What follows belongs to an exercise in optimizing a design on an open flow for small area, a short achievable clock period and few clock cycles per item; a production flow would make more cautious choices. Function was not checked in any run shown here: the RTL went through the layout flow alone. Power figures rest on the tool's default switching activity, not on a simulated workload.

`config.mk`:
```
export PLATFORM = sky130hd
export DESIGN_NAME = reorder_buffer
export DESIGN_NICKNAME = reorder_buffer
export VERILOG_FILES = /design/flow/design.v
export SDC_FILE = /design/flow/constraint.sdc
export NUM_CORES = 4
export LEC_CHECK = 0
export CAP_MARGIN = 20
export CORE_MARGIN = 2
export CORE_UTILIZATION = 40
export SLEW_MARGIN = 20
```
`constraint.sdc`:
```
create_clock -name core_clock -period 4.7 [get_ports {clk}]
set_input_delay 0.9400 -clock core_clock [delete_from_list [all_inputs] [get_ports {clk}]]
set_output_delay 0.9400 -clock core_clock [all_outputs]
set_load 0.01 [all_outputs]
```
`design.v`:
```
`timescale 1ns / 1ps
module fifo(
  input  logic       clk_i,
  input  logic       resetn_i,
  input  logic       push_i,
  input  logic [3:0] data_i,
  input  logic       pop_i,
  output logic [3:0] head_o,
  output logic       hvalid_o
);
  logic [3:0] mem [15:0];
  logic [4:0] write, read, read1;
  logic [3:0] head;
  logic       hvalid;
  logic       more;        
  assign head_o   = head;
  assign hvalid_o = hvalid;
  assign more     = ( write != read ) && ( write != read1 );
  always @( posedge clk_i )
    if( push_i )
      mem[write[3:0]] <= data_i;
  always @( posedge clk_i )
    if( !resetn_i )
      begin
        write  <= 5'd0;
        read   <= 5'd0;
        read1  <= 5'd1;
        hvalid <= 1'b0;
      end
    else
      begin
        if( push_i )
          write <= write + 5'd1;
        if( pop_i )
          begin
            read  <= read1;
            read1 <= read1 + 5'd1;
          end
        hvalid <= pop_i ? ( more || push_i ) : ( hvalid || push_i );
      end
  always @( posedge clk_i )
    if( pop_i )
      head <= more ? mem[read1[3:0]] : data_i;
    else if( !hvalid )
      head <= data_i;
endmodule
`timescale 1ns / 1ps
module memory #(
  parameter DATA_WIDTH = 8
)(
  input  logic                  clk_i,
  input  logic                  resetn_i,
  input  logic [3:0]            waddr_i,
  input  logic                  wr_i,
  input  logic                  set_i,      
  input  logic [DATA_WIDTH-1:0] data_i,
  input  logic [15:0]           rsel_i,     
  input  logic                  clr_i,      
  output logic [DATA_WIDTH-1:0] data_o,
  output logic                  valid_o
);
  logic [15:0]           valid;
  logic [15:0]           wsel;
  logic [DATA_WIDTH-1:0] mem [15:0];
  always_comb
    for( int k = 0; k < 16; k++ )
      wsel[k] = wr_i && ( waddr_i == k[3:0] );
  always @( posedge clk_i )
    for( int k = 0; k < 16; k++ )
      if( wsel[k] )
        mem[k] <= data_i;
  always @( posedge clk_i )
    if( !resetn_i )
      valid <= '0;
    else
      for( int k = 0; k < 16; k++ )
        if( wsel[k] && set_i )
          valid[k] <= 1'b1;
        else if( rsel_i[k] && clr_i )
          valid[k] <= 1'b0;
  always_comb
    begin
      data_o  = '0;
      valid_o = 1'b0;
      for( int k = 0; k < 16; k++ )
        begin
          data_o  = data_o  | ( mem[k] & {DATA_WIDTH{rsel_i[k]}} );
          valid_o = valid_o | ( valid[k] & rsel_i[k] );
        end
    end
endmodule
`timescale 1ns / 1ps
module reorder_buffer #(
  parameter DATA_WIDTH = 32
)(
  input  logic                    clk,
  input  logic                    rst_n,
  input  logic            [3:0]   s_arid_i,
  input  logic                    s_arvalid_i,
  output logic                    s_arready_o,
  output logic [DATA_WIDTH-1:0]   s_rdata_o,
  output logic            [3:0]   s_rid_o,
  output logic                    s_rvalid_o,
  input  logic                    s_rready_i,
  output logic            [3:0]   m_arid_o,
  output logic                    m_arvalid_o,
  input  logic                    m_arready_i,
  input  logic [DATA_WIDTH-1:0]   m_rdata_i,
  input  logic            [3:0]   m_rid_i,
  input  logic                    m_rvalid_i,
  output logic                    m_rready_o
);
  logic                  ar_hand_shake;
  logic [3:0]            head_id;
  logic                  head_valid;
  logic [15:0]           head_sel;
  logic [DATA_WIDTH-1:0] stored_data;
  logic                  stored;
  logic                  arrives;
  logic                  load;
  logic                  out_valid;
  logic [3:0]            out_id;
  logic [DATA_WIDTH-1:0] out_data;
  assign m_arid_o      = s_arid_i;
  assign m_arvalid_o   = s_arvalid_i;
  assign s_arready_o   = m_arready_i;
  assign ar_hand_shake = s_arvalid_i && m_arready_i;
  assign m_rready_o    = 1'b1;
  fifo FIFO(
    .clk_i    ( clk ),
    .resetn_i ( rst_n ),
    .push_i   ( ar_hand_shake ),
    .data_i   ( s_arid_i ),
    .pop_i    ( load ),
    .head_o   ( head_id ),
    .hvalid_o ( head_valid )
  );
  always_comb
    for( int k = 0; k < 16; k++ )
      head_sel[k] = ( head_id == k[3:0] );
  memory #(
    .DATA_WIDTH ( DATA_WIDTH )
  ) MEM (
    .clk_i    ( clk ),
    .resetn_i ( rst_n ),
    .waddr_i  ( m_rid_i ),
    .wr_i     ( m_rvalid_i ),
    .set_i    ( !( load && !stored ) ),
    .data_i   ( m_rdata_i ),
    .rsel_i   ( head_sel ),
    .clr_i    ( load ),
    .data_o   ( stored_data ),
    .valid_o  ( stored )
  );
  assign arrives = m_rvalid_i && ( m_rid_i == head_id );
  assign load    = head_valid && ( !out_valid || s_rready_i ) && ( stored || arrives );
  always @( posedge clk )
    if( !rst_n )
      out_valid <= 1'b0;
    else if( load )
      out_valid <= 1'b1;
    else if( s_rready_i )
      out_valid <= 1'b0;
  always @( posedge clk )
    if( load )
      begin
        out_id   <= head_id;
        out_data <= stored ? stored_data : m_rdata_i;
      end
  assign s_rvalid_o = out_valid;
  assign s_rid_o    = out_id;
  assign s_rdata_o  = out_data;
endmodule
```
`run.sh`:
```
#!/bin/bash
# synth_recipe.tcl (not shown) runs the flow's synth.tcl, then flattens the netlist and writes it again
# the make line also repeats each setting of config.mk as NAME=value (left out here)
make -C /OpenROAD-flow-scripts/flow DESIGN_CONFIG=/design/flow/config.mk WORK_HOME=/design/flow/orfs CLKGATE_MAP_FILE= SYNTH_SCRIPT=/design/flow/synth_recipe.tcl finish
```
==> flow_metrics.tcl, run 1 <==
set metrics [dict create \
    vias_per_cell 5.916 \
    maxSlewViolCount 0 \
    syn-num-nets 1517 \
    skew_ps 35.28 \
    antenna_found_initial 1 \
    yosysMostFrequentCell "edfxtp_1" \
    finalSetupViolCount 0 \
    synth_top_cell_area_share_pct 74.21 \
    ir_worst_vdd_uv 225.5 \
    core_sq_um 61710 \
    wl_per_cell_um 28.57 \
    yosys_warnings 4 \
    ios 90 \
    cts_tree "built" \
    synth_common_cells "edfxtp_1 (616), a22oi_1 (109), nor2_1 (88), nand2_1 (58), clkbuf_1 (48)" \
    r2r_start "FIFO.head[1]" \
    powerDensity_nw_per_um2 435.7 \
    crit_required_ps 5110 \
    grt_usage_pct 22.35 \
    cts_root_buf "clkbuf_16" \
    cp-start-kind "flip-flop" \
    critPathSlowestCell "nor3_4" \
    slowest_delay_ps 740 \
    synth.area.top_cells "edfxtp_1 (74%), a22oi_1 (3.3%), dfxtp_1 (3.0%)" \
    crit_chain "buf_4 -> nand2_1 -> nor3_4 -> buf_4 -> a221oi_1 -> o2111a_1 -> a31oi_1" \
    port_buffers 88 \
    p_int_mw 10.05 \
    area_growth_pct 18.39 \
    top_layer "met5" \
    synth-seq-area-share_pct 77.18 \
    drt-met1-wl_um 28210 \
    avgSynthCellArea_sq_um 17.00 \
    holdWs_ps 473.9 \
    p_sw_mw 2.811 \
    gp_congestion 0.7996 \
    fmax_ghz 0.2966 \
    yosysUniqueCellTypes 69 \
    path_buf_inv 2 \
    syn_inst 1466 \
    drv_cap 0 \
    seq_power_share_pct 50.7 \
    min_period_ps 3372 \
    drive_above_1_share_pct 15.47 \
    fin_setup_tns_ps 0 \
    start_util_pct 40.39 \
    ys_ff_latch 653 \
    dp.cells 2369 \
    swShare_pct 21.86 \
    p_clk_share_pct 43.1 \
    drt_drc_violations_left 0 \
    hpwl_um 41890 \
    syn_area_sq_um 24930 \
    die-area_sq_um 64330 \
    hold_class "flip-flop to flip-flop" \
    nNetsFinal 1653 \
    crit_start "FIFO.head[1]" \
    die_w_um 253.6 \
    postRouteAntennaNets 0 \
    endpoint_kind "flip-flop" \
    ys.flop_type "edfxtp_1" \
    status "no timing/DRC/antenna violations" \
    drt-total-wl_um 71200 \
    clk_pin_slew_ps 60 \
    cts_sinks 653 \
    p_leak_nw 9.238 \
    numCtsBuffers 68 \
    wl_met3_um 7373 \
    crit_type "flip-flop to flip-flop" \
    holdBufCountCts 0 \
    postCtsSetupBuffers 0 \
    synth_area_leader_cell "edfxtp_1" \
    postSynth.asyncResetShare_pct 0 \
    h-tree-depth 3 \
    cpMostUsedCell "buf_4" \
    crit_arrival_ps 3780 \
    antenna_cells 0 \
    grt_overflow_total 0 \
    vias 14742 \
    cts_resized 0 \
    p_comb_share_pct 6.2 \
    grt_pass1_vias 14509 \
    hold_viol 0 \
    worst_slew_pin_slew_ps 1046 \
    hp-start "FIFO.read[3]" \
    clock_latency_ps 620 \
    slew_headroom_pct 30.02 \
    p_total_mw 12.86 \
    grt_max_degree 33 \
    fin_crit_sh_pct 71.74 \
    cts.path.max_buffers 3 \
    path_max_fanout 23 \
    chipHeight_um 253.6 \
    grt_pass1_wl_um 102300 \
    rsz0062_at_grt "no" \
    synth_edf_count 616 \
    crit_family "simple AND/OR/NAND/NOR gates" \
    stdcell_count 2492 \
    drt-initial-drc-count 1757 \
    dr_wl_met2_um 33520 \
    std_cell_rows 91 \
    drtPass1Iterations 5 \
]
==> cells by family (layout without fill, tap and decap cells) <==
family | Yosys count | after routing | share of synthesized area (%)
adder cells (fa/ha/maj) | 5 | 5 | 0.2510
AO/OA/AOI/OAI | 361 | 361 | 11.37
multiplexers | 57 | 57 | 3.408
other | 1 | 1 | 0.01505
AND/OR/NAND/NOR | 266 | 266 | 5.145
XOR/XNOR | 19 | 19 | 0.6978
flip-flops | 653 | 653 | 77.18
buffers and inverters | 104 | 293 | 1.928
==> state kept, by name, summed over array words and instances (netlist names), named ones only <==
register,cells
FIFO.mem,64
out_id,4
out_valid,1
FIFO.read,5
MEM.mem,512
FIFO.write,5
FIFO.head,4
FIFO.read1,5
FIFO.hvalid,1
MEM.valid,16
out_data,32
==> worst paths after layout <==
| path | end | cells after the start | slack [ps] |
|---|---|---|---|
| worst max-delay path | out_data[20] | 7 | 1330 |
| worst min-delay path | FIFO.read[3] | 2 | 470 |
| worst max register to register | out_data[20] | 7 | 1330 |
| worst min register to register | FIFO.read[3] | 2 | 470 |
==> per-stage QoR <==
step,setup slack [ps],util (%),cell area (sq um)
floorplan,457.9,-,24930
global placement,1068,44.12,27220
detailed placement,1041,44.12,27230
CTS,1357,47.82,29510
global route,1270,47.82,29510
finish,1328,47.82,29510
==> worst min-delay path: cells and delay by family (launching register included) <==
family | cells | cell delay, ps
flip-flops | 1 | 320
AND/OR/NAND/NOR | 1 | 60
AO/OA/AOI/OAI | 1 | 50
==> routing by layer <==
| metal | up-vias | track usage (%) |
|---|---|---|
| met5 | - | 0 |
| met4 | 2 | 7.866 |
| met3 | 132 | 5.756 |
| met2 | 816 | 35.71 |
| met1 | 7505 | 29.70 |
| li1 | 6287 | - |
==> power by group through the flow <==
stage               Clock [mW]  Combinational [mW]  Sequential [mW]
floorplan                    0               0.385             6.63
global placement             0               0.780             6.64
detailed placement           0               0.788             6.64
CTS                       5.61               0.792             6.52
global route              5.83               0.844             6.52
finish                    5.55               0.798             6.51
==> layout make-up <==
cell class,instances,area (sq um)
clock buffers,84,1783
repair buffers,162,1519
clock inverters,39,504.2
multi-input cells,709,5385
flip-flops and latches,653,19240
inverters,8,30.03
well taps,837,1047
fillers,5205,32200
==> layout by cell type, fill, tap and decap left out, drive strengths merged, types with 14 or more instances in the layout <==
cell	n
nand3	25
a221oi	28
o211ai	14
a22o	32
a21oi	29
nand2	58
o21ai	23
a32oi	18
a22oi	109
dfxtp	37
clkdlybuf4s50	87
nor3	30
nor2	88
o31ai	15
clkbuf	84
mux2i	14
edfxtp	616
clkinv	24
mux4	20
a222oi	22
mux2	23
buf	75
==> inputs of run 2 (changes only) <==
--- a/config.mk
+++ b/config.mk
@@ -10,2 +10,3 @@
 export CORE_UTILIZATION = 40
+export SETUP_SLACK_MARGIN = 2.5
 export SLEW_MARGIN = 20
==> run 2 against run 1 <==
Against the previous run: critical path depth increased by 3; clock power decreased by 3.8%; area after synthesis unchanged; clock skew decreased by 17 ps; largest power group unchanged.
==> flow_metrics.tcl, run 2 <==
set metrics [dict create \
    synth-seq-area-share_pct 77.18 \
    skew_ps 17.92 \
    syn_area_sq_um 24930 \
    port_buffers 88 \
    drt-total-wl_um 78420 \
    antenna_found_initial 2 \
    crit_type "flip-flop to flip-flop" \
    grt_busiest_layer "met2" \
    die-area_sq_um 64330 \
    fin_crit_sh_pct 58.65 \
    hold_viol 0 \
    powerDensity_nw_per_um2 411.5 \
    crit_required_ps 5070 \
    cp-start-kind "flip-flop" \
    clock_latency_ps 610 \
    final_common_cell "edfxtp_1" \
    grt_max_degree 38 \
    synth.area.top_cells "edfxtp_1 (74%), a22oi_1 (3.3%), dfxtp_1 (3.0%)" \
    drtPass1Iterations 7 \
    cts_sinks 653 \
    ir_worst_vdd_uv 246.7 \
    avgSynthCellArea_sq_um 17.00 \
    grt_pass1_wl_um 109500 \
    syn_inst 1466 \
    numCtsBuffers 69 \
    crit_arrival_ps 3130 \
    chipHeight_um 253.6 \
    ios 90 \
    fmax_ghz 0.3628 \
    cts_tree "built" \
    ys.flop_type "edfxtp_1" \
    endpoint_kind "flip-flop" \
    h-tree-depth 3 \
    p_total_mw 12.84 \
    p_leak_nw 10.04 \
    finalSetupViolCount 0 \
    holdBufCountCts 0 \
    nNetsFinal 1759 \
    grt_overflow_total 0 \
    drive_above_1_share_pct 26.00 \
    clk_pin_slew_ps 60 \
    status "no timing/DRC/antenna violations" \
    use_met2_pct 38.02 \
    reg.largest.list "MEM.mem x512, FIFO.mem x64, out_data x32" \
    yosys_warnings 4 \
    area_growth_pct 25.14 \
    r2r_start "FIFO.head[1]" \
    hp-start "FIFO.read[4]" \
    rsz0062_at_grt "yes" \
    syn-num-nets 1517 \
    postRouteAntennaNets 0 \
    slew_headroom_pct 27.12 \
    r2r_slack_ps 1940 \
    largest_register_ffs 512 \
    holdWs_ps 480.1 \
    nFillCells 5132 \
    min_period_ps 2756 \
    globalRouteMet1Util_pct 33.09 \
    std_cell_rows 91 \
    path_max_fanout 7 \
    synth_area_leader_cell "edfxtp_1" \
    yosysUniqueCellTypes 69 \
    drv_cap 0 \
    start_util_pct 40.39 \
    mostFrequentLayoutCells "edfxtp_1 (616), buf_4 (109), a22oi_1 (108), clkbuf_16 (73), nand2_1 (54)" \
    met3_usage_pct 4.312 \
    yosysMostFrequentCell "edfxtp_1" \
    fin_setup_tns_ps 0 \
    ys_ff_latch 653 \
    core_sq_um 61710 \
    cts.path.max_buffers 3 \
    grt_usage_pct 23.97 \
    worst_slew_pin_slew_ps 1090 \
    maxSlewViolCount 0 \
    gp_congestion 0.8352 \
    vias 15663 \
    postSynth.asyncResetShare_pct 0 \
    cts_root_buf "clkbuf_16" \
    synth_top_cell_area_share_pct 74.21 \
    grt_pass1_vias 15231 \
    vias_per_cell 6.031 \
    synth_common_cells "edfxtp_1 (616), a22oi_1 (109), nor2_1 (88), nand2_1 (58), clkbuf_1 (48)" \
    regMostFlops "MEM.mem" \
    drt-initial-drc-count 1968 \
    drt_drc_violations_left 0 \
    wl_per_cell_um 30.20 \
    hold_class "flip-flop to flip-flop" \
    synth_edf_count 616 \
    hpwl_um 42590 \
    die_w_um 253.6 \
    crit_start "FIFO.head[1]" \
]
## run 2: cell counts after synthesis
No cell type changed its count.
## run 2: path summary, 6_finish.rpt
kind | cells past startpoint | to
min reg2reg | 2 | FIFO.read[4]
min | 2 | FIFO.read[4]
max | 10 | out_data[5]
max reg2reg | 10 | out_data[5]
## run 2: metal layers
metal | wire length [um] | part of all wire (%)
met2 | 36470 | 47
met4 | 2920 | 3.7
met1 | 30920 | 39
met3 | 8101 | 10
met5 | 0 | 0
## run 2: logic make-up after synthesis
family          after synthesis  synth area share (%)
compound gates              361                 11.37
xor+xnor                     19                0.6978
fa+ha+maj                     5                0.2510
buf+inv                     104                 1.928
flops                       653                 77.18
mux                          57                 3.408
other cells                   1               0.01505
simple gates                266                 5.145
## run 2: area by class of cell
class	instances	area [sq um]	area share, %
clock buffer	90	1837	5.889
tap	837	1047	3.358
timing repair buffer	266	2778	8.905
sequential	653	19240	61.68
inverter	8	33.78	0.1083
multi-input combinational	710	5917	18.97
clock inverter	31	334.1	1.071
antenna	2	5.005	0.01605
## run 2: worst max-delay path: stages (launching register included)
cell and delay (ps):
edfxtp_1 510, buf_6 200, buf_12 120, nand2b_4 80
a21oi_1 50, or4_4 570, buf_6 140, or2_4 280
buf_12 160, clkbuf_16 190, o22a_1 200
## run 2: timing repair
item                       4_1_cts  5_1_grt
setup endpoints to repair      674      265
setup buffers                   62       24
hold endpoints to repair         0        0
gates cloned                     7        5
resized for setup              271       93
pin swaps                       19       11
## run 2: where the power goes
| group | internal [mW] | leakage [nW] | switching, mW |
|---|---|---|---|
| registers | 6.48 | 5.87 | 0.0359 |
| clock network | 3.10 | 1.05 | 2.25 |
| logic | 0.350 | 3.12 | 0.629 |
## run 2: stage by stage
step / cells / util [%] / setup slack (ps) / cell area (sq um)
finish: 2597 / 50.54 / 1944 / 31190
global route: 2597 / 50.54 / 1864 / 31190
CTS: 2566 / 49.46 / 1979 / 30520
detailed placement: 2376 / 44.31 / 943.2 / 27350
global placement: 2376 / 44.31 / 912.4 / 27350
floorplan: 1466 / - / 1910 / 25210

separate check: timing with driven ports:
The results above use ideal ports. As a check the final layouts listed here were re-extracted and re-timed, cells and wires unchanged.
Step 1: set_driving_cell puts a clkbuf_16 on clk and a buf_2 on each other input, an assumption about the parent block.
Step 2, shift: input delay + t, output delay - t, t = (earliest + latest rising clock arrival at the registers) / 2. This alone moves slack from input paths to output paths.
Three values: ideal ports, drivers, drivers and shift; two values: the first two.
run	t, ns	setup slack, ns	worst hold slack (ns)	worst setup path after step 2	worst register clock-pin slew, ns
run 1	0.671	1.328 / 1.328 / 0.958	0.474 / 0.474 / 0.474	input to register	0.06 / 0.06
run 2	0.663	1.944 / 1.944 / 1.404	0.480 / 0.480 / 0.480	input to register	0.06 / 0.06
After both steps every run listed still meets setup and hold. For run 2, which loses most, drivers alone change the setup slack by 0.000 ns; drivers and shift together by -0.540 ns.
